This is an optimization exercise on Yosys and OpenROAD, whose aim is small area, not a production implementation.
The RTL was checked by simulation tests, not by an equivalence proof against the original design.
The flow treats the clock pin as an ideal source, which a real chip does not have.
Power and IR drop assume default switching activity.

## flow/design.v

```verilog
module mkmif(
             input wire           clk,
             input wire           reset_n,
             output wire          spi_sclk,
             output wire          spi_cs_n,
             input wire           spi_do,
             output wire          spi_di,
             input wire           cs,
             input wire           we,
             input wire  [7 : 0]  address,
             input wire  [31 : 0] write_data,
             output wire [31 : 0] read_data
            );
  localparam ADDR_NAME0       = 8'h00;
  localparam ADDR_NAME1       = 8'h01;
  localparam ADDR_VERSION     = 8'h02;
  localparam ADDR_CTRL        = 8'h08;
  localparam ADDR_STATUS      = 8'h09;
  localparam ADDR_SCLK_DIV    = 8'h0a;
  localparam ADDR_EMEM_ADDR   = 8'h10;
  localparam ADDR_EMEM_DATA   = 8'h20;
  localparam DEFAULT_SCLK_DIV = 16'h0020;
  localparam CORE_NAME0   = 32'h6d6b6d69;  
  localparam CORE_NAME1   = 32'h66202020;  
  localparam CORE_VERSION = 32'h302e3130;  
  localparam CTRL_RDYA  = 3'h0;
  localparam CTRL_RDYB  = 3'h1;
  localparam CTRL_SET   = 3'h2;
  localparam CTRL_START = 3'h3;
  localparam CTRL_CSL   = 3'h4;
  localparam CTRL_CMPL  = 3'h5;
  localparam CTRL_WAIT  = 3'h6;
  localparam CTRL_DONE  = 3'h7;
  reg  [2 : 0]  ctrl_reg;
  reg  [2 : 0]  ctrl_new;
  reg  [2 : 0]  op_reg;          
  reg           valid_reg;
  reg           sclk_reg;
  reg  [15 : 0] sclk_div_reg;
  reg  [15 : 0] addr_reg;
  reg           addr_ok_reg;     
  reg  [31 : 0] wdata_reg;
  reg           wdata_ok_reg;    
  reg  [31 : 0] rdata_reg;
  reg           rdata_ok_reg;    
  reg  [47 : 0] shift_reg;
  reg           addr_ok_snap;
  reg           wdata_ok_snap;
  reg  [15 : 0] div_reg;
  reg  [15 : 0] clk_ctr_reg;
  reg  [5 : 0]  bit_ctr_reg;
  reg           do_sample0_reg;
  reg           do_sample1_reg;
  wire bus_wr    = cs & we;
  wire bus_rd    = cs & ~we;
  wire is_init   = op_reg[2];
  wire is_write  = op_reg[1] & ~op_reg[2];
  wire pending   = |op_reg;
  wire st_ready  = (ctrl_reg == CTRL_RDYA) | (ctrl_reg == CTRL_RDYB);
  wire st_set    = ctrl_reg == CTRL_SET;
  wire st_start  = ctrl_reg == CTRL_START;
  wire st_wait   = ctrl_reg == CTRL_WAIT;
  wire st_cmpl   = ctrl_reg == CTRL_CMPL;
  wire accept    = st_ready & pending;
  wire load_op   = (st_ready & ~pending) | st_cmpl;
  wire tick      = clk_ctr_reg == div_reg;
  wire fall      = st_wait & tick & sclk_reg;
  wire shift     = fall & (is_init | (bit_ctr_reg[5 : 3] != 3'h0));
  wire done      = is_init ? bit_ctr_reg[4] : (&bit_ctr_reg[5 : 3]);
  reg           di;
  assign spi_sclk = sclk_reg;
  assign spi_cs_n = ~(ctrl_reg[2] & ctrl_reg[1]);
  assign spi_di   = di;
  always @ (posedge clk or negedge reset_n)
    begin
      if (!reset_n)
        begin
          ctrl_reg     <= CTRL_RDYA;
          op_reg       <= 3'b100;
          valid_reg    <= 1'b0;
          sclk_reg     <= 1'b0;
          sclk_div_reg <= DEFAULT_SCLK_DIV;
          addr_ok_reg  <= 1'b0;
          wdata_ok_reg <= 1'b0;
          rdata_ok_reg <= 1'b0;
        end
      else
        begin
          ctrl_reg <= ctrl_new;
          if (load_op)
            op_reg <= (bus_wr && (address == ADDR_CTRL)) ? write_data[2 : 0] : 3'h0;
          if (accept & op_reg[0])
            valid_reg <= 1'b0;
          else if (st_cmpl)
            valid_reg <= 1'b1;
          if (st_start)
            sclk_reg <= 1'b0;
          else if (st_wait & tick)
            sclk_reg <= ~sclk_reg;
          if (bus_wr && (address == ADDR_SCLK_DIV))
            sclk_div_reg <= write_data[15 : 0];
          if (bus_wr && (address == ADDR_EMEM_ADDR))
            addr_ok_reg <= 1'b1;
          if (bus_wr && (address == ADDR_EMEM_DATA))
            wdata_ok_reg <= 1'b1;
          if (st_cmpl)
            rdata_ok_reg <= 1'b1;
        end
    end
  always @ (posedge clk)
    begin
      do_sample0_reg <= spi_do;
      do_sample1_reg <= do_sample0_reg;
      if (bus_wr && (address == ADDR_EMEM_ADDR))
        addr_reg <= write_data[15 : 0];
      if (bus_wr && (address == ADDR_EMEM_DATA))
        wdata_reg <= write_data;
      if (st_cmpl)
        rdata_reg <= {(is_init ? 16'h0 : shift_reg[31 : 16]), shift_reg[15 : 0]};
      if (st_set)
        begin
          shift_reg     <= {addr_reg, wdata_reg};
          div_reg       <= sclk_div_reg;
          addr_ok_snap  <= addr_ok_reg;
          wdata_ok_snap <= wdata_ok_reg;
        end
      else if (shift)
        shift_reg <= {shift_reg[46 : 0], do_sample1_reg};
      if (!st_wait || tick)
        clk_ctr_reg <= 16'h0;
      else
        clk_ctr_reg <= clk_ctr_reg + 1'b1;
      if (!st_wait)
        bit_ctr_reg <= 6'h0;
      else if (fall)
        bit_ctr_reg <= bit_ctr_reg + 1'b1;
    end
  always @*
    begin : ctrl
      case (ctrl_reg)
        CTRL_RDYA, CTRL_RDYB: ctrl_new = pending ? CTRL_SET : CTRL_RDYB;
        CTRL_SET:             ctrl_new = CTRL_START;
        CTRL_START:           ctrl_new = CTRL_CSL;
        CTRL_CSL:             ctrl_new = CTRL_WAIT;
        CTRL_WAIT:            ctrl_new = done ? CTRL_DONE : CTRL_WAIT;
        CTRL_DONE:            ctrl_new = CTRL_CMPL;
        default:              ctrl_new = CTRL_RDYA;
      endcase
    end
  always @*
    begin : di_gen
      if (is_init)
        di = (bit_ctr_reg == 6'd7) | (bit_ctr_reg == 6'd9) | (bit_ctr_reg == 6'd15);
      else if (bit_ctr_reg[5 : 3] == 3'h0)
        di = (bit_ctr_reg[2 : 0] == 3'd6) | ((bit_ctr_reg[2 : 0] == 3'd7) & ~op_reg[1]);
      else if (bit_ctr_reg < 6'd24)
        di = shift_reg[47] & addr_ok_snap;
      else
        di = shift_reg[47] & wdata_ok_snap & op_reg[1];
    end
  reg [31 : 0] tmp_read_data;
  always @*
    begin : api
      tmp_read_data = 32'h0;
      if (bus_rd)
        begin
          case (address)
            ADDR_NAME0:     tmp_read_data = CORE_NAME0;
            ADDR_NAME1:     tmp_read_data = CORE_NAME1;
            ADDR_VERSION:   tmp_read_data = CORE_VERSION;
            ADDR_STATUS:    tmp_read_data = {30'h0, valid_reg, (ctrl_reg == CTRL_RDYB)};
            ADDR_SCLK_DIV:  tmp_read_data = {16'h0, sclk_div_reg};
            ADDR_EMEM_ADDR: tmp_read_data = addr_ok_reg ? {16'h0, addr_reg} : 32'h0;
            ADDR_EMEM_DATA: tmp_read_data = rdata_ok_reg ? rdata_reg : 32'h0;
            default:        tmp_read_data = 32'h0;
          endcase
        end
    end
  assign read_data = tmp_read_data;
endmodule  
```

## flow/run.sh

```bash
#!/bin/bash
# synth_recipe.tcl (not shown) runs the flow's synth.tcl, then flattens the netlist and writes it again
# the make line also repeats each setting of config.mk as NAME=value (left out here)
make -C /OpenROAD-flow-scripts/flow DESIGN_CONFIG=/design/flow/config.mk WORK_HOME=/design/flow/orfs CLKGATE_MAP_FILE= SYNTH_SCRIPT=/design/flow/synth_recipe.tcl finish
```

## flow/config.mk

```make
export PLATFORM = sky130hd
export DESIGN_NAME = mkmif
export DESIGN_NICKNAME = mkmif
export VERILOG_FILES = /design/flow/design.v
export SDC_FILE = /design/flow/constraint.sdc
export NUM_CORES = 4
export LEC_CHECK = 0
export CAP_MARGIN = 20
export CORE_MARGIN = 2
export CORE_UTILIZATION = 40
export CTS_BUF_LIST = sky130_fd_sc_hd__clkbuf_8
export SLEW_MARGIN = 20
```

## flow/constraint.sdc

```tcl
create_clock -name core_clock -period 6.0 [get_ports {clk}]
set_input_delay 1.2000 -clock core_clock [delete_from_list [all_inputs] [get_ports {clk}]]
set_output_delay 1.2000 -clock core_clock [all_outputs]
set_load 0.01 [all_outputs]
```

==> impl_metrics.ini, run 1 <==
[finish]
nFillCells = 1806
area.growth.synth_to_final_pct = 18.49
finalCoreUtilization = 0.4802
antennaDiodeCount = 0
number_of_flip_flops_under_the_largest_register_name = 48
final_common_cell = sky130_fd_sc_hd__edfxtp_1
design.final.nets = 705
layout.cells.most_common_list = 146 x sky130_fd_sc_hd__edfxtp_1, 79 x sky130_fd_sc_hd__clkdlybuf4s50_1, 55 x sky130_fd_sc_hd__mux2_2
drive_above_1_share = 0.1751
final_design_area_no_fill_um2 = 9686

[global_route]
grt_pass1_vias = 5001
total_routing_resource_utilization_after_global_routing = 0.1685
use_met3 = 0.03478
grt_use_met1 = 0.2251
global_route_wire_length_before_repair_mm = 27.88
global_route.overflow_total = 0
antenna_violations_before_repair = 0
met2_usage = 0.2739
grt-busiest-layer = met2
grt_max_degree = 68

[floorplan]
die_y_um = 147.0
floorplan.die.width_um = 147.0
design.die.area_um2 = 21590
num_io_pins = 80
floorplan.initialDensity = 0.4053
core.rowCount = 52
core_area_um2 = 20170

[sta]
fin_setup_tns_ns = 0
setup_skew_ns = 0.01839
timing.final.crit_period_ns = 5.494
max_slew_margin = 0.3369
grt_setup_unrepaired = false
final_max_slew_viols = 0
layout_setup_ws_ns = 0.5064
fin_crit_sh = 0.9156
worstMarginPinSlew_ns = 0.9946
finalHoldViolations = 0
fmax_ghz = 0.1820
endpoints_failing_setup = 0

[critical_path]
setup.worst_path.start_class = input port
timing_worst_setup_path_type = in -> out
timing.critical_path.required_ns = 4.80
cp_max_fo = 28
crit_top_cell = sky130_fd_sc_hd__clkdlybuf4s50_1
cell_chain_of_the_critical_path = clkdlybuf4s50_1 -> nor2_1 -> and3_1 -> o21ai_0 -> a21o_1 -> a21oi_1 -> clkdlybuf4s50_1
ff2ff_path_depth = 6
worstSetupEndpointType = output pin
critical_path_at_ns = 4.29
max_stage_delay_ns = 0.66
crit_path_top_delay_cell = sky130_fd_sc_hd__clkdlybuf4s50_1

[power]
irDropWorstVdd_mv = 0.1529
power.static_leakage_nw = 3.241
total_power_mw = 2.624
pwr_density_cell_nw_per_um2 = 271.0

[clocking]
clk_pin_slew_ns = 0.11
cts.repair.resized = 0
cts.path.max_buffers = 2
cts.repair_timing.setup_buffer_count = 0
cts_buffers = 17
cts.hold.buffers_added = 0
ctsRootBufferMaster = sky130_fd_sc_hd__clkbuf_8
htree_num_levels = 4
cts_tree = yes
clock-sinks = 197
clock_insertion_delay_worst_skew_ns = 0.47

[min_path]
hold_path_stages = 0
worstHoldPathType = reg -> reg

[routing]
firstDrtPassIters = 7
routed_wirelength_mm = 17.67
post_drt_via_cell_ratio = 5.252
postRouteAntennaNets = 0
drc_errors = 0
dr.first_iter.drc_count = 423
routedWlPerCell_um = 18.84
vias = 4926

[logic_synthesis]
netlist.area_leader.share = 0.5364
mappedNetlistArea_um2 = 8174
post_synth_main_area_contributors = sky130_fd_sc_hd__edfxtp_1 54%, sky130_fd_sc_hd__dfrtp_1 7.7%, sky130_fd_sc_hd__mux2_2 7.6%
synth_ff_type = sky130_fd_sc_hd__edfxtp_1
synthesized_instance_count = 575
ys_warn_count = 1
yosys.cell_types.count = 47
synth_seq_area_share = 0.6781
synthesis.nets = 625
async_flop_share = 0.1371
synth_top_area_cell = sky130_fd_sc_hd__edfxtp_1
syn_avg_cell_area_um2 = 14.22
synth_enable_flop_cells = 146
yosys_register_bits = 197

[outcome]
outcome = finished clean

[place]
place_hpwl_mm = 12.27
placed_cell_area_um2 = 9254
gpl.final_weighted_congestion = 0.8053
dpl_worst_slack_ns = 0.5427
io_buffers = 79

[flow_run]
drv_cap = 0
## worst max-delay path, delay by kind of cell
| kind | cells | cell delay, ns |
|---|---|---|
| and+or+nand+nor | 2 | 0.62 |
| buffers and inverters | 2 | 1.27 |
| AOI/OAI and AO/OA | 3 | 1.20 |
## final timing paths
check,start,endpoint,slack [ns]
worst max-delay path,address[3],read_data[6],0.51
worst min-delay path,do_sample0_reg$_DFF_P_,do_sample1_reg$_DFF_P_,0.35
worst max register to register,clk_ctr_reg[11]$_SDFF_PP0_,shift_reg[46]$_DFFE_PP_,2.95
worst min register to register,do_sample0_reg$_DFF_P_,do_sample1_reg$_DFF_P_,0.35
max in group asynchronous,reset_n,op_reg[2]$_DFFE_PN1P_,4.54
min in group asynchronous,reset_n,sclk_div_reg[9]$_DFFE_PN0P_,1.12
## cells by family (layout without fill, tap and decap cells)
family,after synthesis,after routing,share of synthesized area
muxes,67,67,0.09659
buffers and inverters,32,125,0.01668
DFF,197,197,0.6781
adders and majority gates,5,5,0.007653
and+or+nand+nor,158,158,0.1035
xor gates and xnor gates,30,30,0.03214
AOI/OAI and AO/OA,86,86,0.06536
## cells in the mapped netlist (all sizes together) (5+ instances only)
| cell type | count |
|---|---|
| xnor2 | 5 |
| xor2 | 25 |
| or2 | 5 |
| mux2 | 65 |
| o21ai | 20 |
| nor3 | 6 |
| dfrtp | 25 |
| nor2 | 38 |
| a22o | 8 |
| ha | 5 |
| and3 | 13 |
| dfxtp | 24 |
| nand3 | 12 |
| nand2 | 31 |
| inv | 6 |
| edfxtp | 146 |
| nor4 | 6 |
| nor2b | 20 |
| clkbuf | 15 |
| a22oi | 12 |
| a21oi | 33 |
| buf | 11 |
## through the flow
step | std cells | hold slack, ns
detailed placement | 906 | 0.3136
CTS | 938 | 0.3542
floorplan | 575 | 0.3096
finish | 938 | 0.3521
global placement | 906 | 0.3159
global route | 938 | 0.3671
## report_power, final
| group | internal (mW) | switching (mW) |
|---|---|---|
| sequential | 1.53 | 0.0399 |
| combinational | 0.0696 | 0.0816 |
| clock | 0.404 | 0.501 |
| total | 2.00 | 0.622 |
## cell type report
type / count / area, um2 / area share
Clock buffer: 18 / 247.7 / 0.02558
Clock inverter: 14 / 183.9 / 0.01899
Inverter: 6 / 22.52 / 0.002325
Multi-Input combinational cell: 346 / 2500 / 0.2581
Sequential cell: 197 / 5543 / 0.5723
Tap cell: 270 / 337.8 / 0.03488
Timing Repair Buffer: 87 / 850.8 / 0.08784
## metal layers
layer  up-vias  routed length, um  share of wire
li1       2311                  -              -
met1      2445               7841           0.44
met2       139               8651           0.49
met3        31                777          0.044
met4         0                400          0.023
met5         -                  0              0
==> run 2: changes to the inputs <==
--- a/flow/config.mk
+++ b/flow/config.mk
@@ -10,3 +10,2 @@
 export CORE_UTILIZATION = 40
-export CTS_BUF_LIST = sky130_fd_sc_hd__clkbuf_8
 export SLEW_MARGIN = 20
==> run 2 against run 1 <==
Still clean on timing, DRC and antenna. Design area grew 2.0%. First-iteration DRC count shrank 1.2%. Utilization rose by 0.95 points. Power is 11% higher. Flip-flop and latch count unchanged. Register-to-register slack about the same. Maximum frequency decreased by 0.41%. Sequential share of layout area shrank 1.1 points. Critical endpoint is now read_data[5]. Highest routed layer unchanged.
==> impl_metrics.ini, run 2 <==
[sta]
worstMarginPinSlew_ns = 0.9873
final_max_slew_viols = 0
finalHoldViolations = 0
fmax_ghz = 0.1813
grt_setup_unrepaired = false
endpoints_failing_setup = 0
fin_crit_sh = 0.9193
setup_skew_ns = 0.01187
fin_setup_tns_ns = 0
timing.final.crit_period_ns = 5.516
max_slew_margin = 0.3418

[finish]
antennaDiodeCount = 0
final_common_cell = sky130_fd_sc_hd__edfxtp_1
area.growth.synth_to_final_pct = 20.83
number_of_flip_flops_under_the_largest_register_name = 48
layout.cells.most_common_list = 146 x sky130_fd_sc_hd__edfxtp_1, 79 x sky130_fd_sc_hd__clkdlybuf4s50_1, 55 x sky130_fd_sc_hd__mux2_2
drive_above_1_share = 0.1751
design.final.nets = 705

[routing]
routed_wirelength_mm = 17.73
routed-wl-met2_mm = 8.711
top_layer_used = met4
vias = 4906
routedWlPerCell_um = 18.90
dr.first_iter.drc_count = 418
post_drt_via_cell_ratio = 5.230
firstDrtPassIters = 4
post_route_met1_wirelength_mm = 7.919
postRouteAntennaNets = 0
drc_errors = 0
met3RoutedLength_um = 750

[global_route]
grt_max_degree = 68
total_routing_resource_utilization_after_global_routing = 0.1691
global_route_wire_length_before_repair_mm = 27.98
antenna_violations_before_repair = 0
grt_pass1_vias = 5004
global_route.overflow_total = 0

[clocking]
cts_buffers = 17
htree_num_levels = 4
ctsRootBufferMaster = sky130_fd_sc_hd__clkbuf_16
cts_tree = yes
cts.hold.buffers_added = 0
clock_insertion_delay_worst_skew_ns = 0.43
clock-sinks = 197
cts.repair_timing.setup_buffer_count = 0
cts.repair.resized = 0
clk_pin_slew_ns = 0.08
cts.path.max_buffers = 2

[critical_path]
worstSetupEndpointType = output pin
timing_worst_setup_path_type = in -> out
critical_path_at_ns = 4.32
cp_max_fo = 28
setup.worst_path.start_class = input port
timing.critical_path.required_ns = 4.80

[flow_run]
drv_cap = 0

[min_path]
worstHoldPathType = reg -> reg

[place]
place_hpwl_mm = 12.27
gpl.final_weighted_congestion = 0.8053
io_buffers = 79

[logic_synthesis]
synthesized_instance_count = 575
netlist.area_leader.share = 0.5364
ys_top_cells_by_count = 146 x sky130_fd_sc_hd__edfxtp_1, 55 x sky130_fd_sc_hd__mux2_2, 38 x sky130_fd_sc_hd__nor2_1, 33 x sky130_fd_sc_hd__a21oi_1, 31 x sky130_fd_sc_hd__nand2_1
synthesis.nets = 625
post_synth_main_area_contributors = sky130_fd_sc_hd__edfxtp_1 54%, sky130_fd_sc_hd__dfrtp_1 7.7%, sky130_fd_sc_hd__mux2_2 7.6%
synth.most_common_cell = sky130_fd_sc_hd__edfxtp_1
async_flop_share = 0.1371
synth_ff_type = sky130_fd_sc_hd__edfxtp_1
yosys_register_bits = 197
synth_top_area_cell = sky130_fd_sc_hd__edfxtp_1
ys_warn_count = 1
synth_enable_flop_cells = 146
synth_seq_area_share = 0.6781
yosys.cell_types.count = 47
mappedNetlistArea_um2 = 8174
syn_avg_cell_area_um2 = 14.22

[floorplan]
design.die.area_um2 = 21590
floorplan.initialDensity = 0.4053
core.rowCount = 52
die_y_um = 147.0
core_area_um2 = 20170
floorplan.die.width_um = 147.0
num_io_pins = 80

[outcome]
outcome = finished clean

[power]
power.static_leakage_nw = 3.328
irDropWorstVdd_mv = 0.1976
total_power_mw = 2.908
pwr_density_cell_nw_per_um2 = 294.4
[run 2: changes by cell type in the layout (fill, tap and decap cells not counted)]
cell / delta
sky130_fd_sc_hd__clkbuf_16: +17
sky130_fd_sc_hd__clkbuf_8: -17
[run 2: worst max-delay path: stages]
cell and delay, ns:
sky130_fd_sc_hd__clkdlybuf4s50_1 0.65, sky130_fd_sc_hd__nor2_1 0.24, sky130_fd_sc_hd__and3_1 0.36, sky130_fd_sc_hd__o21ai_0 0.24, sky130_fd_sc_hd__a21o_1 0.58, sky130_fd_sc_hd__a21oi_1 0.43
sky130_fd_sc_hd__clkdlybuf4s50_1 0.61
[run 2: kinds of logic (layout without fill, tap and decap cells)]
group	after synthesis	in the layout	share of synthesized area
AO/OA/AOI/OAI	86	86	0.06536
XOR/XNOR	30	30	0.03214
multiplexers	67	67	0.09659
adder cells (fa/ha/maj)	5	5	0.007653
flip-flops	197	197	0.6781
buffers and inverters	32	125	0.01668
AND/OR/NAND/NOR	158	158	0.1035
[run 2: layout make-up]
| type | count | area, um2 |
|---|---|---|
| inverter | 6 | 22.52 |
| clock inverter | 14 | 183.9 |
| tap | 270 | 337.8 |
| clock buffer | 18 | 439.2 |
| multi-input combinational | 346 | 2500 |
| fill | 1782 | 10290 |
| sequential | 197 | 5543 |
| timing repair buffer | 87 | 850.8 |
[run 2: report_power, final]
| part | switching (mW) | total [mW] | internal, mW |
|---|---|---|---|
| registers | 0.0400 | 1.57 | 1.53 |
| clock network | 0.539 | 1.19 | 0.649 |
| logic | 0.0819 | 0.152 | 0.0696 |
| total | 0.661 | 2.91 | 2.25 |
[run 2: final timing paths]
path,end,from,slack [ns],cells past startpoint
worst max-delay path,read_data[5],address[3],0.48,7
max in group asynchronous,op_reg[2]$_DFFE_PN1P_,reset_n,4.50,2
worst min register to register,do_sample1_reg$_DFF_P_,do_sample0_reg$_DFF_P_,0.35,0
worst min-delay path,do_sample1_reg$_DFF_P_,do_sample0_reg$_DFF_P_,0.35,0
min in group asynchronous,sclk_div_reg[9]$_DFFE_PN0P_,reset_n,1.16,2
worst max register to register,shift_reg[46]$_DFFE_PP_,clk_ctr_reg[11]$_SDFF_PP0_,2.96,6
[run 2: layer usage]
metal  vias up  global-route usage
met2       130              0.2763
met5         -                   0
met3        24             0.03634
met1      2438              0.2246
li1       2314                   -
met4         0             0.06106
[run 2: per-stage QoR]
step / utilization / worst slack, ns / hold WS, ns / instances / area (um2)
global route: 0.4897 / 0.3084 / 0.3619 / 938 / 9877
detailed placement: 0.4588 / 0.5427 / 0.3136 / 906 / 9254
finish: 0.4897 / 0.4840 / 0.3453 / 938 / 9877
CTS: 0.4897 / 0.5421 / 0.3485 / 938 / 9877
global placement: 0.4588 / 0.6832 / 0.3159 / 906 / 9254
floorplan: - / 2.058 / 0.3096 / 575 / 8174
==> run 3: changes to the inputs <==
==> flow/flow/run.sh (new file) <==
#!/bin/bash
set -euo pipefail
export BUFFER_PORTS_ARGS="-buffer_cell sky130_fd_sc_hd__buf_1"
bash standard.sh > standard.log 2>&1
==> flow/standard.sh (new file) <==
#!/bin/bash
# synth_recipe.tcl (not shown) runs the flow's synth.tcl, then flattens the netlist and writes it again
# the make line also repeats each setting of config.mk as NAME=value (left out here)
make -C /OpenROAD-flow-scripts/flow DESIGN_CONFIG=/design/flow/config.mk WORK_HOME=/design/flow/orfs CLKGATE_MAP_FILE= SYNTH_SCRIPT=/design/flow/synth_recipe.tcl "${@:-finish}"
--- a/flow/config.mk
+++ b/flow/config.mk
@@ -10,2 +10,3 @@
 export CORE_UTILIZATION = 40
+export CTS_BUF_LIST = sky130_fd_sc_hd__clkbuf_8
 export SLEW_MARGIN = 20
removed: flow/run.sh
==> run 3 against run 2 <==
Still clean. Worst hold slack lost 0.011 ns. Power fell by 12%. Synthesized area unchanged. Setup slack improved by 0.87 ns. Sequential share of layout area up 4.5 points. Utilization down 3.6 points. Flip-flop and latch count did not move. Register-to-register slack better by 0.15 ns. Die area stayed put. Via count is 1.3% higher. Critical path type unchanged. Largest cell class unchanged. Highest routed layer unchanged.
==> impl_metrics.ini, run 3 <==
[routing]
vias = 4972
dr.first_iter.drc_count = 419
firstDrtPassIters = 5
drc_errors = 0
routedWlPerCell_um = 19.15
routed_wirelength_mm = 17.92
post_drt_via_cell_ratio = 5.312
postRouteAntennaNets = 0

[global_route]
global_route_wire_length_before_repair_mm = 28.42
grt_pass1_vias = 4990
grt_max_degree = 68
antenna_violations_before_repair = 0
total_routing_resource_utilization_after_global_routing = 0.1735
global_route.overflow_total = 0

[min_path]
worstHoldPathType = reg -> reg
holdCritStartpoint = do_sample0_reg$_DFF_P_
worst_hold_path.endpoint = do_sample1_reg$_DFF_P_
hold_path_stages = 0

[place]
io_buffers = 79
place_hpwl_mm = 12.50
gpl.final_weighted_congestion = 0.8722

[clocking]
ctsRootBufferMaster = sky130_fd_sc_hd__clkbuf_8
cts_tree = yes
clock-sinks = 197
clk_pin_slew_ns = 0.09
clock_insertion_delay_worst_skew_ns = 0.47
htree_num_levels = 4
cts_buffers = 17
cts.repair_timing.setup_buffer_count = 0
cts.path.max_buffers = 2
cts.repair.resized = 0
cts.hold.buffers_added = 0

[power]
total_power_mw = 2.558
power.static_leakage_nw = 3.022
pwr_density_cell_nw_per_um2 = 279.7
irDropWorstVdd_mv = 0.1444

[outcome]
outcome = finished clean

[finish]
number_of_flip_flops_under_the_largest_register_name = 48
drive_above_1_share = 0.1682
antennaDiodeCount = 0
final_common_cell = sky130_fd_sc_hd__edfxtp_1
area.growth.synth_to_final_pct = 11.88
seqCellArea_um2 = 5543
layout.cells.most_common_list = 146 x sky130_fd_sc_hd__edfxtp_1, 79 x sky130_fd_sc_hd__buf_1, 55 x sky130_fd_sc_hd__mux2_2
design.final.nets = 704
multi_input_comb_area_um2 = 2500
nFillCells = 1876

[critical_path]
timing.critical_path.required_ns = 4.80
crit_top_cell = sky130_fd_sc_hd__buf_1
cp_max_fo = 23
setup.worst_path.start_class = input port
cell_chain_of_the_critical_path = buf_1 -> nor2_1 -> and3_1 -> and2_1 -> buf_4 -> a22oi_1 -> a21oi_1 -> buf_1
max_stage_delay_ns = 0.43
ff2ff_path_depth = 6
regToRegEndpoint = shift_reg[46]$_DFFE_PP_
setup.worst_path.start = address[1]
cp_top_family = simple AND/OR/NAND/NOR gates
worstSetupEndpointType = output pin
critical_path_buf_inv_count = 3
rrSetupSlack_ns = 3.11
timing_worst_setup_path_type = in -> out
crit_path_top_delay_cell = sky130_fd_sc_hd__and3_1
critical_path_at_ns = 3.45
crit-reg2reg-launch = clk_ctr_reg[6]$_SDFF_PP0_

[sta]
finalHoldViolations = 0
setup_skew_ns = 0.01495
grt_setup_unrepaired = false
fin_crit_sh = 0.7746
max_slew_margin = 0.4042
final_max_slew_viols = 0
timing.final.crit_period_ns = 4.648
endpoints_failing_setup = 0
fmax_ghz = 0.2152
fin_setup_tns_ns = 0
worstMarginPinSlew_ns = 0.8937

[logic_synthesis]
synth_top_area_cell = sky130_fd_sc_hd__edfxtp_1
synthesized_instance_count = 575
yosys.cell_types.count = 47
yosys_register_bits = 197
ys_top_cells_by_count = 146 x sky130_fd_sc_hd__edfxtp_1, 55 x sky130_fd_sc_hd__mux2_2, 38 x sky130_fd_sc_hd__nor2_1, 33 x sky130_fd_sc_hd__a21oi_1, 31 x sky130_fd_sc_hd__nand2_1
synth_ff_type = sky130_fd_sc_hd__edfxtp_1
post_synth_main_area_contributors = sky130_fd_sc_hd__edfxtp_1 54%, sky130_fd_sc_hd__dfrtp_1 7.7%, sky130_fd_sc_hd__mux2_2 7.6%
netlist.area_leader.share = 0.5364
ys_warn_count = 1
synth.most_common_cell = sky130_fd_sc_hd__edfxtp_1
mappedNetlistArea_um2 = 8174
synth_seq_area_share = 0.6781
synth_enable_flop_cells = 146
synthesis.nets = 625
async_flop_share = 0.1371
syn_avg_cell_area_um2 = 14.22

[floorplan]
floorplan.die.width_um = 147.0
floorplan.initialDensity = 0.4053
num_io_pins = 80
core.rowCount = 52
die_y_um = 147.0
design.die.area_um2 = 21590
core_area_um2 = 20170

[flow_run]
drv_cap = 0
==> run 3: routing by layer <==
layer / global-route usage / vias up / share of wire
met5: 0 / - / 0
met3: 0.04410 / 40 / 0.056
met2: 0.2711 / 195 / 0.47
met1: 0.2342 / 2432 / 0.44
li1: - / 2305 / -
met4: 0.06875 / 0 / 0.028
==> run 3: cell families after synthesis <==
| group | count (synthesis) | synth area share |
|---|---|---|
| AOI/OAI and AO/OA | 86 | 0.06536 |
| xor gates and xnor gates | 30 | 0.03214 |
| adders and majority gates | 5 | 0.007653 |
| buffers and inverters | 32 | 0.01668 |
| DFF | 197 | 0.6781 |
| muxes | 67 | 0.09659 |
| and+or+nand+nor | 158 | 0.1035 |
==> run 3: power by group <==
part | internal [mW] | total, mW | leakage (nW) | switching (mW)
clock network | 0.407 | 0.859 | 0.202 | 0.453
logic | 0.0497 | 0.132 | 0.961 | 0.0824
registers | 1.53 | 1.57 | 1.86 | 0.0384
==> run 3: final cells by class <==
class | instances | area share
inverters | 6 | 0.002463
well taps | 270 | 0.03694
multi-input cells | 346 | 0.2734
clock buffers | 17 | 0.02558
clock inverters | 14 | 0.01738
flip-flops and latches | 197 | 0.6061
repair buffers | 86 | 0.03817
==> run 3: worst max-delay path by stage <==
stage               endpoint  slack (ns)  depth (start not counted)
6_report        read_data[3]        1.35                          8
5_1_grt         read_data[3]        1.18                          8
4_1_cts         read_data[3]        1.41                          8
3_5_place_dp    read_data[3]        1.42                          8
3_3_place_gp    read_data[3]        1.57                          8
2_1_floorplan  read_data[13]        2.06                          7
==> run 3: per-stage QoR <==
step / cell area (um2) / hold slack [ns] / utilization / std cells / setup WS, ns
after global routing: 9145 / 0.3547 / 0.4534 / 936 / 1.180
after global placement: 8752 / 0.3154 / 0.4339 / 905 / 1.572
after CTS: 9145 / 0.3374 / 0.4534 / 936 / 1.413
final: 9145 / 0.3341 / 0.4534 / 936 / 1.352
after detailed placement: 8752 / 0.3153 / 0.4339 / 905 / 1.425
after floorplan: 8174 / 0.3096 / - / 575 / 2.058
==> run 4: changes to the inputs <==
==> flow/flow/run.sh (replaced) <==
#!/bin/bash
# The standard layout (standard.sh, standard synthesis unchanged) with:
# - port buffers made from the smallest buffer cell (buf_1),
# - clock tree synthesis without dummy load cells,
# - after CTS, cells on paths with slack downsized (repair_timing -recover_power).
# Each make step's full log stays under orfs/logs/; standard.sh's own output goes to standard.log.
set -euo pipefail
HERE=$(pwd)
export BUFFER_PORTS_ARGS="-buffer_cell sky130_fd_sc_hd__buf_1"
export CTS_ARGS="-sink_clustering_enable -repair_clock_nets -dont_use_dummy_load -buf_list sky130_fd_sc_hd__clkbuf_8"
export POST_CTS_TCL="$HERE/flow/post_cts.tcl"
bash standard.sh > standard.log 2>&1
==> flow/flow/post_cts.tcl (new file) <==
# Downsize cells that have timing slack to spare, then legalize again.
log_cmd repair_timing -recover_power 100 -verbose
detailed_placement
check_placement -verbose
==> run 4 against run 3 <==
Sequential power barely moved. Wire length shrank 0.80%. Power fell by 8.4%. Highest routed layer unchanged. Clock power shrank 25%. Synthesized cell count unchanged. Design area down 2.2%. Die area stayed put. Via count down 1.5%. Critical endpoint is now read_data[4].
==> impl_metrics.ini, run 4 <==
[outcome]
outcome = finished clean

[logic_synthesis]
ys_warn_count = 1
async_flop_share = 0.1371
synthesized_instance_count = 575
synth_seq_area_share = 0.6781
synth_ff_type = sky130_fd_sc_hd__edfxtp_1
synth_enable_flop_cells = 146
yosys.cell_types.count = 47
yosys_register_bits = 197
post_synth_mux_area_share = 0.09659
synth_xor_xnor_area_share = 0.03214
combinational_family_with_the_most_area_after_synthesis = simple AND/OR/NAND/NOR gates
area_share_of_and_or_nand_nor_cells_after_synthesis = 0.1035
ys_top_cells_by_count = 146 x sky130_fd_sc_hd__edfxtp_1, 55 x sky130_fd_sc_hd__mux2_2, 38 x sky130_fd_sc_hd__nor2_1, 33 x sky130_fd_sc_hd__a21oi_1, 31 x sky130_fd_sc_hd__nand2_1
netlist.area_leader.share = 0.5364
syn_avg_cell_area_um2 = 14.22
synth-adder-area-share = 0.007653
synthesis.nets = 625
synth.most_common_cell = sky130_fd_sc_hd__edfxtp_1
synth_top_area_cell = sky130_fd_sc_hd__edfxtp_1
post_synth_main_area_contributors = sky130_fd_sc_hd__edfxtp_1 54%, sky130_fd_sc_hd__dfrtp_1 7.7%, sky130_fd_sc_hd__mux2_2 7.6%
mappedNetlistArea_um2 = 8174
share_of_the_synthesized_area_in_compound_gates_ao_oa_aoi_oai = 0.06536

[routing]
routedWlPerCell_um = 19.24
firstDrtPassIters = 5
routed_wirelength_mm = 17.78
postRouteAntennaNets = 0
post_drt_via_cell_ratio = 5.301
vias = 4898
dr.first_iter.drc_count = 347
drc_errors = 0

[floorplan]
num_io_pins = 80
core_area_um2 = 20170
core.rowCount = 52
design.die.area_um2 = 21590
die_y_um = 147.0
floorplan.die.width_um = 147.0
floorplan.initialDensity = 0.4053

[critical_path]
critical_path_at_ns = 3.76
crit-reg2reg-launch = clk_ctr_reg[6]$_SDFF_PP0_
rrSetupSlack_ns = 3.12
crit_path_top_delay_cell = sky130_fd_sc_hd__or4_1
ff2ff_path_depth = 6
worstSetupEndpointType = output pin
crit_top_cell = sky130_fd_sc_hd__buf_1
cell_chain_of_the_critical_path = buf_1 -> or4_1 -> nor3_1 -> and3_1 -> a22oi_1 -> a21oi_1 -> buf_1
max_stage_delay_ns = 0.61
setup.worst_path.start_class = input port
timing.critical_path.required_ns = 4.80
regToRegEndpoint = shift_reg[46]$_DFFE_PP_
timing_worst_setup_path_type = in -> out
cp_max_fo = 11

[clocking]
cts_tree = yes
clock-sinks = 197
clock_insertion_delay_worst_skew_ns = 0.46
clk_pin_slew_ns = 0.09

[finish]
number_of_flip_flops_under_the_largest_register_name = 48
antennaDiodeCount = 0
final_common_cell = sky130_fd_sc_hd__edfxtp_1
design.final.nets = 706
drive_above_1_share = 0.1315
layout.cells.most_common_list = 146 x sky130_fd_sc_hd__edfxtp_1, 73 x sky130_fd_sc_hd__buf_1, 54 x sky130_fd_sc_hd__mux2_2
area.growth.synth_to_final_pct = 9.429

[min_path]
hold_path_stages = 0
worst_hold_path.endpoint = do_sample1_reg$_DFF_P_
worstHoldPathType = reg -> reg
holdCritStartpoint = do_sample0_reg$_DFF_P_

[sta]
finalHoldViolations = 0
timing.final.crit_period_ns = 4.963
fin_setup_tns_ns = 0
endpoints_failing_setup = 0
worstMarginPinSlew_ns = 0.9094
timing.hold.ws_ns = 0.3344
final_max_slew_viols = 0
setup_skew_ns = 0.02781
fmax_ghz = 0.2015
max_slew_margin = 0.3921
grt_setup_unrepaired = false
fin_crit_sh = 0.8272

[power]
power.static_leakage_nw = 2.925
total_power_mw = 2.343
irDropWorstVdd_mv = 0.1448
pwr_density_cell_nw_per_um2 = 262.0

[global_route]
antenna_violations_before_repair = 0
global_route.overflow_total = 0
global_route_wire_length_before_repair_mm = 28.35
grt_max_degree = 68
grt_pass1_vias = 4981
total_routing_resource_utilization_after_global_routing = 0.1726

[place]
place_hpwl_mm = 12.50
io_buffers = 79
gpl.final_weighted_congestion = 0.8722

[flow_run]
drv_cap = 0
-- run 4: cell types whose count changed in the layout (fill, tap and decap cells not counted), sizes merged --
cell      previous run  this run
clkbuf              17        28
buf                 86        77
bufinv               3         0
clkinvlp             1         0
clkinv               7         0
inv                  9         6
-- run 4: cells by family after synthesis --
kind of cell / after synthesis
AO/OA/AOI/OAI: 86
XOR/XNOR: 30
adder cells (fa/ha/maj): 5
buffers and inverters: 32
flip-flops: 197
multiplexers: 67
AND/OR/NAND/NOR: 158
-- run 4: where the power goes --
group	switching, mW	internal [mW]	total (mW)
sequential	0.0378	1.53	1.57
clock	0.391	0.251	0.642
combinational	0.0821	0.0535	0.136
-- run 4: routing by layer --
metal,vias up,share of wire,track usage
li1,2288,-,-
met1,2396,0.44,0.2346
met2,170,0.47,0.2662
met3,44,0.051,0.03571
met4,0,0.036,0.08413
met5,-,0,0
-- run 4: worst max-delay path, delay by kind of cell --
family / cells / cell delay, ns
buf+inv: 2 / 0.30
compound gates: 2 / 0.48
simple gates: 3 / 1.77
-- run 4: metrics by stage --
stage                 util  cell area (um2)  std cells  worst slack [ns]
floorplan                -             8174        575             2.058
global placement    0.4339             8752        905             1.572
finish              0.4435             8945        924             1.037
global route        0.4435             8945        924            0.9276
detailed placement  0.4339             8752        905             1.425
-- run 4: worst max path at each step --
stage / startpoint / endpoint / slack [ns] / cells past startpoint
after global placement: address[1] / read_data[3] / 1.57 / 8
after detailed placement: address[1] / read_data[3] / 1.42 / 8
final: address[4] / read_data[4] / 1.04 / 7
after global routing: address[4] / read_data[5] / 0.93 / 7
after floorplan: address[4] / read_data[13] / 2.06 / 7
-- run 4: area by class of cell --
type	count	area (um2)
repair buffers	88	379.1
multi-input cells	346	2429
flip-flops and latches	197	5543
clock buffers	17	234.0
well taps	270	337.8
inverters	6	22.52
fillers	1893	11220
==> run 5: changes to the inputs <==
--- a/flow/design.v
+++ b/flow/design.v
@@ -45,2 +45,3 @@
   reg           rdata_ok_reg;    
+  reg           rdata_hi_ok_reg;  
   reg  [47 : 0] shift_reg;
@@ -85,2 +86,3 @@
           rdata_ok_reg <= 1'b0;
+          rdata_hi_ok_reg <= 1'b0;
         end
@@ -106,3 +108,6 @@
           if (st_cmpl)
-            rdata_ok_reg <= 1'b1;
+            begin
+              rdata_ok_reg    <= 1'b1;
+              rdata_hi_ok_reg <= ~is_init;
+            end
         end
@@ -118,6 +123,5 @@
       if (st_cmpl)
-        rdata_reg <= {(is_init ? 16'h0 : shift_reg[31 : 16]), shift_reg[15 : 0]};
+        rdata_reg <= shift_reg[31 : 0];
       if (st_set)
         begin
-          shift_reg     <= {addr_reg, wdata_reg};
           div_reg       <= sclk_div_reg;
@@ -126,4 +130,5 @@
         end
-      else if (shift)
-        shift_reg <= {shift_reg[46 : 0], do_sample1_reg};
+      if (st_set | shift)
+        shift_reg <= ({48{st_set}} & {addr_reg, wdata_reg}) |
+                     ({48{shift}}  & {shift_reg[46 : 0], do_sample1_reg});
       if (!st_wait || tick)
@@ -173,3 +178,4 @@
             ADDR_EMEM_ADDR: tmp_read_data = addr_ok_reg ? {16'h0, addr_reg} : 32'h0;
-            ADDR_EMEM_DATA: tmp_read_data = rdata_ok_reg ? rdata_reg : 32'h0;
+            ADDR_EMEM_DATA: tmp_read_data = {(rdata_hi_ok_reg ? rdata_reg[31 : 16] : 16'h0),
+                                              (rdata_ok_reg ? rdata_reg[15 : 0] : 16'h0)};
             default:        tmp_read_data = 32'h0;
--- a/flow/config.mk
+++ b/flow/config.mk
@@ -9,3 +9,3 @@
 export CORE_MARGIN = 2
-export CORE_UTILIZATION = 40
+export CORE_UTILIZATION = 70
 export CTS_BUF_LIST = sky130_fd_sc_hd__clkbuf_8
==> run 5 against run 4 <==
Count of clock-buffer cells in the layout is the same. Sequential share of layout area increased by 1.9 points. Flip-flop and latch count rose by 1. Largest cell class unchanged. Maximum frequency rose by 3.5%. Via count increased by 3.7%. Clock power decreased by 1%. Synthesized cell count down 0.87%. Non-clock buffer count up 2. Final cell count fell by 15%. Utilization up 33 points. Critical path depth unchanged. Synthesized area fell by 1.9%.
==> impl_metrics.ini, run 5 <==
[floorplan]
design.die.area_um2 = 12320
core_area_um2 = 11270
core.rowCount = 39
die_y_um = 111.0
floorplan.initialDensity = 0.7111
floorplan.die.width_um = 111.0
num_io_pins = 80

[critical_path]
crit_path_top_delay_cell = sky130_fd_sc_hd__nand3b_1
timing.critical_path.required_ns = 4.80
cell_chain_of_the_critical_path = clkbuf_1 -> nor3_1 -> nor2b_1 -> a32o_1 -> nand3b_1 -> a21oi_1 -> buf_1
critical_path_at_ns = 3.60
worstSetupEndpointType = output pin
cp_top_family = simple AND/OR/NAND/NOR gates
timing_worst_setup_path_type = in -> out
critical_path_buf_inv_count = 2
max_stage_delay_ns = 0.72
setup.worst_path.start_class = input port
cp_max_fo = 28

[logic_synthesis]
mappedNetlistArea_um2 = 8015
netlist.area_leader.share = 0.5470
yosys.cell_types.count = 48
synthesis.nets = 620
ys_warn_count = 1
post_synth_main_area_contributors = sky130_fd_sc_hd__edfxtp_1 55%, sky130_fd_sc_hd__dfrtp_1 8.1%, sky130_fd_sc_hd__dfxtp_1 6.0%
synth.most_common_cell = sky130_fd_sc_hd__edfxtp_1
synthesized_instance_count = 570
synth_enable_flop_cells = 146
ys_top_cells_by_count = 146 x sky130_fd_sc_hd__edfxtp_1, 52 x sky130_fd_sc_hd__a22o_1, 38 x sky130_fd_sc_hd__nand2_1, 35 x sky130_fd_sc_hd__nor2_1, 30 x sky130_fd_sc_hd__a21oi_1
synth_top_area_cell = sky130_fd_sc_hd__edfxtp_1
synth_ff_type = sky130_fd_sc_hd__edfxtp_1
async_flop_share = 0.1414
syn_avg_cell_area_um2 = 14.06
synth_seq_area_share = 0.6947
yosys_register_bits = 198

[global_route]
global_route_wire_length_before_repair_mm = 26.12
grt_pass1_vias = 4901
total_routing_resource_utilization_after_global_routing = 0.2805
grt_max_degree = 68
global_route.overflow_total = 0
antenna_violations_before_repair = 0

[sta]
fin_setup_tns_ns = 0
finalHoldViolations = 0
timing.final.crit_period_ns = 4.797
final_max_slew_viols = 0
fin_crit_sh = 0.7996
fmax_ghz = 0.2084
worstMarginPinSlew_ns = 1.086
grt_setup_unrepaired = false
endpoints_failing_setup = 0
setup_skew_ns = 0.02407
max_slew_margin = 0.2735

[routing]
firstDrtPassIters = 7
met3RoutedLength_mm = 1.268
routed_wirelength_mm = 16.68
top_layer_used = met4
drc_errors = 0
postRouteAntennaNets = 0
routed-wl-met2_mm = 7.890
dr.first_iter.drc_count = 714
routedWlPerCell_um = 21.14
post_drt_via_cell_ratio = 6.440
post_route_met1_wirelength_mm = 7.023
vias = 5081

[power]
switching_power_uw = 789.7
irDropWorstVdd_mv = 0.2906
power.share.sequential = 0.635
pwr_density_cell_nw_per_um2 = 340.1
switching_share = 0.2663
internal_power_mw = 2.176
p_clk_frac = 0.214
power.static_leakage_nw = 2.966
combinationalPowerShare = 0.151

[finish]
area.growth.synth_to_final_pct = 8.804
layout.cells.most_common_list = 146 x sky130_fd_sc_hd__edfxtp_1, 75 x sky130_fd_sc_hd__buf_1, 52 x sky130_fd_sc_hd__a22o_1
drive_above_1_share = 0.08824
design.final.nets = 698
final_common_cell = sky130_fd_sc_hd__edfxtp_1
finalCoreUtilization = 0.7737
nFillCells = 690
count_of_non_filler_cells_in_the_finished_layout = 789
antennaDiodeCount = 0
number_of_flip_flops_under_the_largest_register_name = 48

[outcome]
outcome = finished clean

[clocking]
cts_tree = yes
clock_insertion_delay_worst_skew_ns = 0.47
clk_pin_slew_ns = 0.09
clock-sinks = 198

[place]
gpl.final_weighted_congestion = 1.027
place_hpwl_mm = 11.19
io_buffers = 79
placedCellCount = 768

[min_path]
worstHoldPathType = reg -> reg

[flow_run]
drv_cap = 0
[run 5: path summary, 6_finish.rpt]
| path | depth (start not counted) | endpoint | slack (ns) | start |
|---|---|---|---|---|
| min | 0 | do_sample1_reg$_DFF_P_ | 0.34 | do_sample0_reg$_DFF_P_ |
| min reg2reg | 0 | do_sample1_reg$_DFF_P_ | 0.34 | do_sample0_reg$_DFF_P_ |
| max reg2reg | 6 | shift_reg[41]$_DFFE_PP_ | 2.67 | div_reg[11]$_DFFE_PN_ |
| max | 7 | read_data[4] | 1.20 | address[3] |
| max in group asynchronous | 3 | op_reg[2]$_DFFE_PN1P_ | 4.99 | reset_n |
| min in group asynchronous | 3 | sclk_div_reg[7]$_DFFE_PN0P_ | 0.76 | reset_n |
[run 5: final cells by class]
class                      instances  area, um2  area share
tap                              143      178.9     0.02052
sequential                       198       5568      0.6385
multi-input combinational        332       2273      0.2607
inverter                           9      33.78    0.003874
timing repair buffer              90      432.9     0.04964
clock buffer                      17      234.0     0.02683
[run 5: through the flow]
step / hold slack (ns) / power [mW] / instance area, um2 / setup slack, ns
floorplan: 0.3096 / 2.162 / 8015 / 2.024
global placement: 0.3134 / 2.311 / 8403 / 1.533
global route: 0.3400 / 3.084 / 8721 / 0.9617
finish: 0.3354 / 2.966 / 8721 / 1.203
detailed placement: 0.3171 / 2.331 / 8403 / 1.321
[run 5: power groups by stage]
stage	sequential [mW]	clock, mW	combinational [mW]
after global routing	1.90	0.691	0.490
after floorplan	1.86	0	0.303
after detailed placement	1.91	0	0.422
after global placement	1.90	0	0.409
final	1.88	0.634	0.449
[run 5: cells by family after synthesis]
kind of cell | share of synthesized area
simple gates | 0.09663
xor+xnor | 0.03388
buf+inv | 0.02263
fa+ha+maj | 0.009054
mux | 0.02529
compound gates | 0.1179
flops | 0.6947
[run 5: routing by layer]
layer,vias up,GRT usage
met1,2502,0.3974
met2,237,0.4278
met3,38,0.06889
met5,-,0
li1,2304,-
met4,0,0.1117
==> run 6: changes to the inputs <==
--- a/flow/config.mk
+++ b/flow/config.mk
@@ -9,3 +9,3 @@
 export CORE_MARGIN = 2
-export CORE_UTILIZATION = 70
+export CORE_UTILIZATION = 40
 export CTS_BUF_LIST = sky130_fd_sc_hd__clkbuf_8
==> run 6 against run 5 <==
Clock power up 2%. Clock skew up 0.0016 ns. Design area up 1.6%. Utilization down 32 points. Combinational power up 1%. Largest power group unchanged.
==> impl_metrics.ini, run 6 <==
[place]
placedCellCount = 890
gpl.final_weighted_congestion = 0.8961
io_buffers = 79
place_hpwl_mm = 12.45

[logic_synthesis]
ys_top_cells_by_count = 146 x sky130_fd_sc_hd__edfxtp_1, 52 x sky130_fd_sc_hd__a22o_1, 38 x sky130_fd_sc_hd__nand2_1, 35 x sky130_fd_sc_hd__nor2_1, 30 x sky130_fd_sc_hd__a21oi_1
ys_warn_count = 1
yosys.cell_types.count = 48
yosys_register_bits = 198
synth_top_area_cell = sky130_fd_sc_hd__edfxtp_1
netlist.area_leader.share = 0.5470
syn_avg_cell_area_um2 = 14.06
synth.most_common_cell = sky130_fd_sc_hd__edfxtp_1
mappedNetlistArea_um2 = 8015
async_flop_share = 0.1414
synthesis.nets = 620
synth_enable_flop_cells = 146
synth_seq_area_share = 0.6947
synth_ff_type = sky130_fd_sc_hd__edfxtp_1
synthesized_instance_count = 570
post_synth_main_area_contributors = sky130_fd_sc_hd__edfxtp_1 55%, sky130_fd_sc_hd__dfrtp_1 8.1%, sky130_fd_sc_hd__dfxtp_1 6.0%

[floorplan]
die_y_um = 145.6
core.rowCount = 51
core_area_um2 = 19590
floorplan.initialDensity = 0.4091
floorplan.die.width_um = 145.6
design.die.area_um2 = 21190
num_io_pins = 80

[power]
internal_power_mw = 2.180
p_clk_frac = 0.216
combinationalPowerShare = 0.153
pwr_density_cell_nw_per_um2 = 336.3
power.static_leakage_nw = 2.959
switching_power_uw = 800.2
power.share.sequential = 0.631
irDropWorstVdd_mv = 0.1578
switching_share = 0.2685

[sta]
grt_setup_unrepaired = false
fmax_ghz = 0.2039
fin_crit_sh = 0.8174
finalHoldViolations = 0
worstMarginPinSlew_ns = 1.070
setup_skew_ns = 0.02563
final_max_slew_viols = 0
fin_setup_tns_ns = 0
endpoints_failing_setup = 0
timing.final.crit_period_ns = 4.905
max_slew_margin = 0.2865

[global_route]
global_route_wire_length_before_repair_mm = 28.16
total_routing_resource_utilization_after_global_routing = 0.1720
grt_pass1_vias = 4904
antenna_violations_before_repair = 0
global_route.overflow_total = 0
grt_max_degree = 68

[routing]
dr.first_iter.drc_count = 391
firstDrtPassIters = 6
post_drt_via_cell_ratio = 5.492
routedWlPerCell_um = 20.10
vias = 4998
drc_errors = 0
routed_wirelength_mm = 18.29
postRouteAntennaNets = 0

[finish]
final_common_cell = sky130_fd_sc_hd__edfxtp_1
nFillCells = 1787
design.final.nets = 697
count_of_non_filler_cells_in_the_finished_layout = 910
antennaDiodeCount = 0
layout.cells.most_common_list = 146 x sky130_fd_sc_hd__edfxtp_1, 72 x sky130_fd_sc_hd__buf_1, 52 x sky130_fd_sc_hd__a22o_1
number_of_flip_flops_under_the_largest_register_name = 48
area.growth.synth_to_final_pct = 10.55
drive_above_1_share = 0.08682

[flow_run]
drv_cap = 0

[min_path]
worstHoldPathType = reg -> reg

[critical_path]
critical_path_at_ns = 3.70
setup.worst_path.start_class = input port
timing.critical_path.required_ns = 4.80
timing_worst_setup_path_type = in -> out
worstSetupEndpointType = output pin
cp_max_fo = 20

[clocking]
clock_insertion_delay_worst_skew_ns = 0.45
cts_tree = yes
clk_pin_slew_ns = 0.09
clock-sinks = 198

[outcome]
outcome = finished clean
## run 6: cell counts after synthesis
No cell type changed its count.
## run 6: per-stage QoR
| stage | power, mW | worst slack [ns] | instance area, um2 | utilization | hold WS [ns] |
|---|---|---|---|---|---|
| final | 2.980 | 1.095 | 8861 | 0.4523 | 0.3559 |
| after global routing | 3.113 | 0.9353 | 8861 | 0.4523 | 0.3677 |
| after detailed placement | 2.333 | 1.302 | 8564 | 0.4372 | 0.3146 |
| after global placement | 2.323 | 1.208 | 8549 | 0.4364 | 0.3162 |
| after floorplan | 2.162 | 2.024 | 8015 | - | 0.3096 |
## run 6: power groups by stage
stage	Sequential [mW]	Clock, mW	Combinational, mW
floorplan	1.86	0	0.303
global placement	1.90	0	0.419
detailed placement	1.91	0	0.426
global route	1.90	0.708	0.501
finish	1.88	0.645	0.455
## run 6: worst paths after layout
path	start	end	slack (ns)	cells after the start
max in group asynchronous	reset_n	op_reg[2]$_DFFE_PN1P_	5.04	2
min	do_sample0_reg$_DFF_P_	do_sample1_reg$_DFF_P_	0.36	0
max reg2reg	div_reg[7]$_DFFE_PN_	shift_reg[0]$_DFFE_PP_	1.94	7
min reg2reg	do_sample0_reg$_DFF_P_	do_sample1_reg$_DFF_P_	0.36	0
min in group asynchronous	reset_n	sclk_div_reg[9]$_DFFE_PN0P_	0.68	2
max	address[3]	read_data[3]	1.10	7
## run 6: final cells by class
class / count / area [um2] / area share
repair buffers: 89 / 420.4 / 0.04744
multi-input cells: 332 / 2273 / 0.2566
flip-flops and latches: 198 / 5568 / 0.6284
well taps: 265 / 331.6 / 0.03742
clock buffers: 17 / 234.0 / 0.02640
inverters: 9 / 33.78 / 0.003812
## run 6: critical path: stages
cell and delay (ns):
sky130_fd_sc_hd__clkbuf_1 0.32, sky130_fd_sc_hd__nor3_1 0.30, sky130_fd_sc_hd__and4bb_2 0.28, sky130_fd_sc_hd__and2_0 0.83, sky130_fd_sc_hd__a22oi_1 0.34, sky130_fd_sc_hd__a21oi_1 0.25, sky130_fd_sc_hd__buf_1 0.17
## run 6: cells by family (layout without fill, tap and decap cells)
kind of cell / after synthesis / count (layout) / share of synthesized area
buffers and inverters: 40 / 115 / 0.02263
adders and majority gates: 6 / 6 / 0.009054
DFF: 198 / 198 / 0.6947
AOI/OAI and AO/OA: 128 / 128 / 0.1179
and+or+nand+nor: 149 / 149 / 0.09663
muxes: 18 / 18 / 0.02529
xor gates and xnor gates: 31 / 31 / 0.03388
## run 6: layer usage
layer	global-route usage	wire (um)
met2	0.2685	8660
met1	0.2427	8364
met3	0.02978	856
met5	0	0
met4	0.06373	412
==> run 7: changes to the inputs <==
--- a/flow/flow/run.sh
+++ b/flow/flow/run.sh
@@ -9,3 +9,3 @@
 export BUFFER_PORTS_ARGS="-buffer_cell sky130_fd_sc_hd__buf_1"
-export CTS_ARGS="-sink_clustering_enable -repair_clock_nets -dont_use_dummy_load -buf_list sky130_fd_sc_hd__clkbuf_8"
+export CTS_ARGS="-sink_clustering_enable -repair_clock_nets -dont_use_dummy_load -buf_list sky130_fd_sc_hd__clkbuf_16 -sink_clustering_size 40 -sink_clustering_max_diameter 100"
 export POST_CTS_TCL="$HERE/flow/post_cts.tcl"
==> run 7 against run 6 <==
Count of clock-buffer cells in the layout unchanged. First-iteration DRC count is 16% higher. Still clean on timing, DRC and antenna. Via count is 0.24% higher. Clock skew decreased by 0.0054 ns. Synthesized area did not move. Combinational power about the same.
==> impl_metrics.ini, run 7 <==
[sta]
fin_setup_tns_ns = 0
fin_crit_sh = 0.8123
endpoints_failing_setup = 0
timing.hold.ws_ns = 0.3420
worstMarginPinSlew_ns = 1.048
grt_setup_unrepaired = false
finalHoldViolations = 0
timing.final.crit_period_ns = 4.874
fmax_ghz = 0.2052
max_slew_margin = 0.3007
setup_skew_ns = 0.02025
final_max_slew_viols = 0

[logic_synthesis]
synth.most_common_cell = sky130_fd_sc_hd__edfxtp_1
syn_avg_cell_area_um2 = 14.06
synth_top_area_cell = sky130_fd_sc_hd__edfxtp_1
async_flop_share = 0.1414
yosys_register_bits = 198
synthesized_instance_count = 570
ys_top_cells_by_count = 146 x sky130_fd_sc_hd__edfxtp_1, 52 x sky130_fd_sc_hd__a22o_1, 38 x sky130_fd_sc_hd__nand2_1, 35 x sky130_fd_sc_hd__nor2_1, 30 x sky130_fd_sc_hd__a21oi_1
synth_ff_type = sky130_fd_sc_hd__edfxtp_1
yosys.cell_types.count = 48
synth_seq_area_share = 0.6947
netlist.area_leader.share = 0.5470
synth_enable_flop_cells = 146
post_synth_main_area_contributors = sky130_fd_sc_hd__edfxtp_1 55%, sky130_fd_sc_hd__dfrtp_1 8.1%, sky130_fd_sc_hd__dfxtp_1 6.0%
mappedNetlistArea_um2 = 8015
ys_warn_count = 1
synthesis.nets = 620

[routing]
postRouteAntennaNets = 0
post_drt_via_cell_ratio = 5.505
drc_errors = 0
dr.first_iter.drc_count = 455
vias = 5010
routed_wirelength_mm = 18.33
firstDrtPassIters = 5
routedWlPerCell_um = 20.14

[critical_path]
cell_chain_of_the_critical_path = clkbuf_1 -> nor3_1 -> and4bb_2 -> and2_0 -> a22oi_1 -> a21oi_1 -> buf_1
regToRegEndpoint = shift_reg[0]$_DFFE_PP_
timing_worst_setup_path_type = in -> out
cp_max_fo = 20
ff2ff_path_depth = 7
critical_path_depth = 7
cp_top_family = simple AND/OR/NAND/NOR gates
max_stage_delay_ns = 0.82
crit_path_top_delay_cell = sky130_fd_sc_hd__and2_0
worstSetupEndpointType = output pin
setup.worst_path.start_class = input port
rrSetupSlack_ns = 1.96
timing.critical_path.required_ns = 4.80
crit-reg2reg-launch = div_reg[7]$_DFFE_PN_
crit_end = read_data[3]
setup.worst_path.start = address[3]
critical_path_at_ns = 3.67
critical_path_buf_inv_count = 2

[clocking]
clock-sinks = 198
cts_tree = yes
clk_pin_slew_ns = 0.07
clock_insertion_delay_worst_skew_ns = 0.43

[floorplan]
floorplan.initialDensity = 0.4091
design.die.area_um2 = 21190
die_y_um = 145.6
num_io_pins = 80
floorplan.die.width_um = 145.6
core.rowCount = 51
core_area_um2 = 19590

[global_route]
antenna_violations_before_repair = 0
global_route.overflow_total = 0
global_route_wire_length_before_repair_mm = 28.26
total_routing_resource_utilization_after_global_routing = 0.1718
grt_max_degree = 68
grt_pass1_vias = 4893

[finish]
final_common_cell = sky130_fd_sc_hd__edfxtp_1
number_of_flip_flops_under_the_largest_register_name = 48
antennaDiodeCount = 0
layout.cells.most_common_list = 146 x sky130_fd_sc_hd__edfxtp_1, 72 x sky130_fd_sc_hd__buf_1, 52 x sky130_fd_sc_hd__a22o_1
design.final.nets = 697
finalCoreUtilization = 0.4621
drive_above_1_share = 0.08682
area.growth.synth_to_final_pct = 12.94

[min_path]
worstHoldPathType = reg -> reg

[place]
io_buffers = 79
place_hpwl_mm = 12.45
gpl.final_weighted_congestion = 0.8961

[flow_run]
drv_cap = 0

[power]
irDropWorstVdd_mv = 0.2135
total_power_mw = 3.262
power.static_leakage_nw = 3.046
pwr_density_cell_nw_per_um2 = 360.3

[outcome]
outcome = finished clean
## run 7: cell types whose count changed in the layout (fill, tap and decap cells not counted)
cell,change
sky130_fd_sc_hd__clkbuf_16,+17
sky130_fd_sc_hd__clkbuf_8,-17
## run 7: how the worst min path moves through the flow
stage | from | endpoint | slack [ns] | depth (start not counted)
after floorplan | do_sample0_reg$_DFF_P_ | do_sample1_reg$_DFF_P_ | 0.31 | 0
after global placement | do_sample0_reg$_DFF_P_ | do_sample1_reg$_DFF_P_ | 0.32 | 0
after detailed placement | do_sample0_reg$_DFF_P_ | do_sample1_reg$_DFF_P_ | 0.31 | 0
after global routing | do_sample0_reg$_DFF_P_ | do_sample1_reg$_DFF_P_ | 0.35 | 0
final | do_sample0_reg$_DFF_P_ | do_sample1_reg$_DFF_P_ | 0.34 | 0
## run 7: cell type report
cell class                 instances  area (um2)
clock buffer                      17       425.4
tap                              265       331.6
fill                            1765       10540
inverter                           9       33.78
timing repair buffer              89       420.4
sequential                       198        5568
multi-input combinational        332        2273
## run 7: power by group
| part | internal (mW) | total [mW] | switching [mW] |
|---|---|---|---|
| clock network | 0.494 | 0.924 | 0.431 |
| registers | 1.76 | 1.88 | 0.118 |
| logic | 0.166 | 0.455 | 0.289 |
| total | 2.42 | 3.26 | 0.838 |
## run 7: layer usage
| layer | global-route usage | vias up | share of wire | routed length (um) |
|---|---|---|---|---|
| li1 | - | 2300 | - | - |
| met1 | 0.2434 | 2483 | 0.45 | 8272 |
| met2 | 0.2699 | 200 | 0.48 | 8740 |
| met3 | 0.02884 | 27 | 0.052 | 956 |
| met4 | 0.05931 | 0 | 0.019 | 356 |
| met5 | 0 | - | 0 | 0 |
## run 7: worst reg2reg max path, stage by stage (launching register included)
cell	delay, ns
sky130_fd_sc_hd__edfxtp_1	0.39
sky130_fd_sc_hd__xor2_1	0.16
sky130_fd_sc_hd__nor4_1	0.33
sky130_fd_sc_hd__nand4_1	0.51
sky130_fd_sc_hd__a2111oi_4	0.42
sky130_fd_sc_hd__buf_4	0.54
sky130_fd_sc_hd__or2_2	0.60
sky130_fd_sc_hd__clkbuf_2	0.70
## run 7: cells by family (layout without fill, tap and decap cells)
| family | count (synthesis) | after routing | share of synthesized area |
|---|---|---|---|
| adders and majority gates | 6 | 6 | 0.009054 |
| buffers and inverters | 40 | 115 | 0.02263 |
| and+or+nand+nor | 149 | 149 | 0.09663 |
| AOI/OAI and AO/OA | 128 | 128 | 0.1179 |
| xor gates and xnor gates | 31 | 31 | 0.03388 |
| muxes | 18 | 18 | 0.02529 |
| DFF | 198 | 198 | 0.6947 |
## run 7: per-stage QoR
step | std cells | cell area (um2) | setup slack (ns)
finish | 910 | 9052 | 1.126
global route | 910 | 9052 | 0.9353
detailed placement | 890 | 8564 | 1.302
global placement | 889 | 8549 | 1.208
floorplan | 570 | 8015 | 2.024

[what the ideal ports hide]
Ports are ideal in the flow. The routed layouts listed here were re-timed in OpenROAD.
Step 1, drivers: a clkbuf_16 drives clk and a buf_2 each remaining input, both assumed.
Step 2 moves the port delays by t, midway between the first and last clock arrival at a register: inputs arrive t later, outputs are due t later. That takes back most of the time a late clock gives input paths.
a / b / c = ideal ports / drivers / drivers and shift; a / b = the first two.
| run | t (ns) | slack for setup (ns) | slew at the worst register clock pin (ns) |
|---|---|---|---|
| run 1 | 0.499 | 0.506 / 0.479 / 0.479 | 0.11 / 0.11 |
| run 2 | 0.471 | 0.484 / 0.458 / 0.458 | 0.08 / 0.08 |
| run 3 | 0.504 | 1.352 / 1.318 / 1.318 | 0.10 / 0.10 |
| run 4 | 0.491 | 1.037 / 1.014 / 1.014 | 0.09 / 0.09 |
| run 5 | 0.493 | 1.203 / 1.181 / 1.181 | 0.09 / 0.09 |
| run 6 | 0.477 | 1.095 / 1.063 / 1.063 | 0.10 / 0.10 |
| run 7 | 0.455 | 1.126 / 1.096 / 1.096 | 0.07 / 0.07 |
After both steps every run listed still meets setup and hold. The setup slack of run 3, which loses most, moves by -0.034 ns with the drivers and by -0.034 ns with both steps.
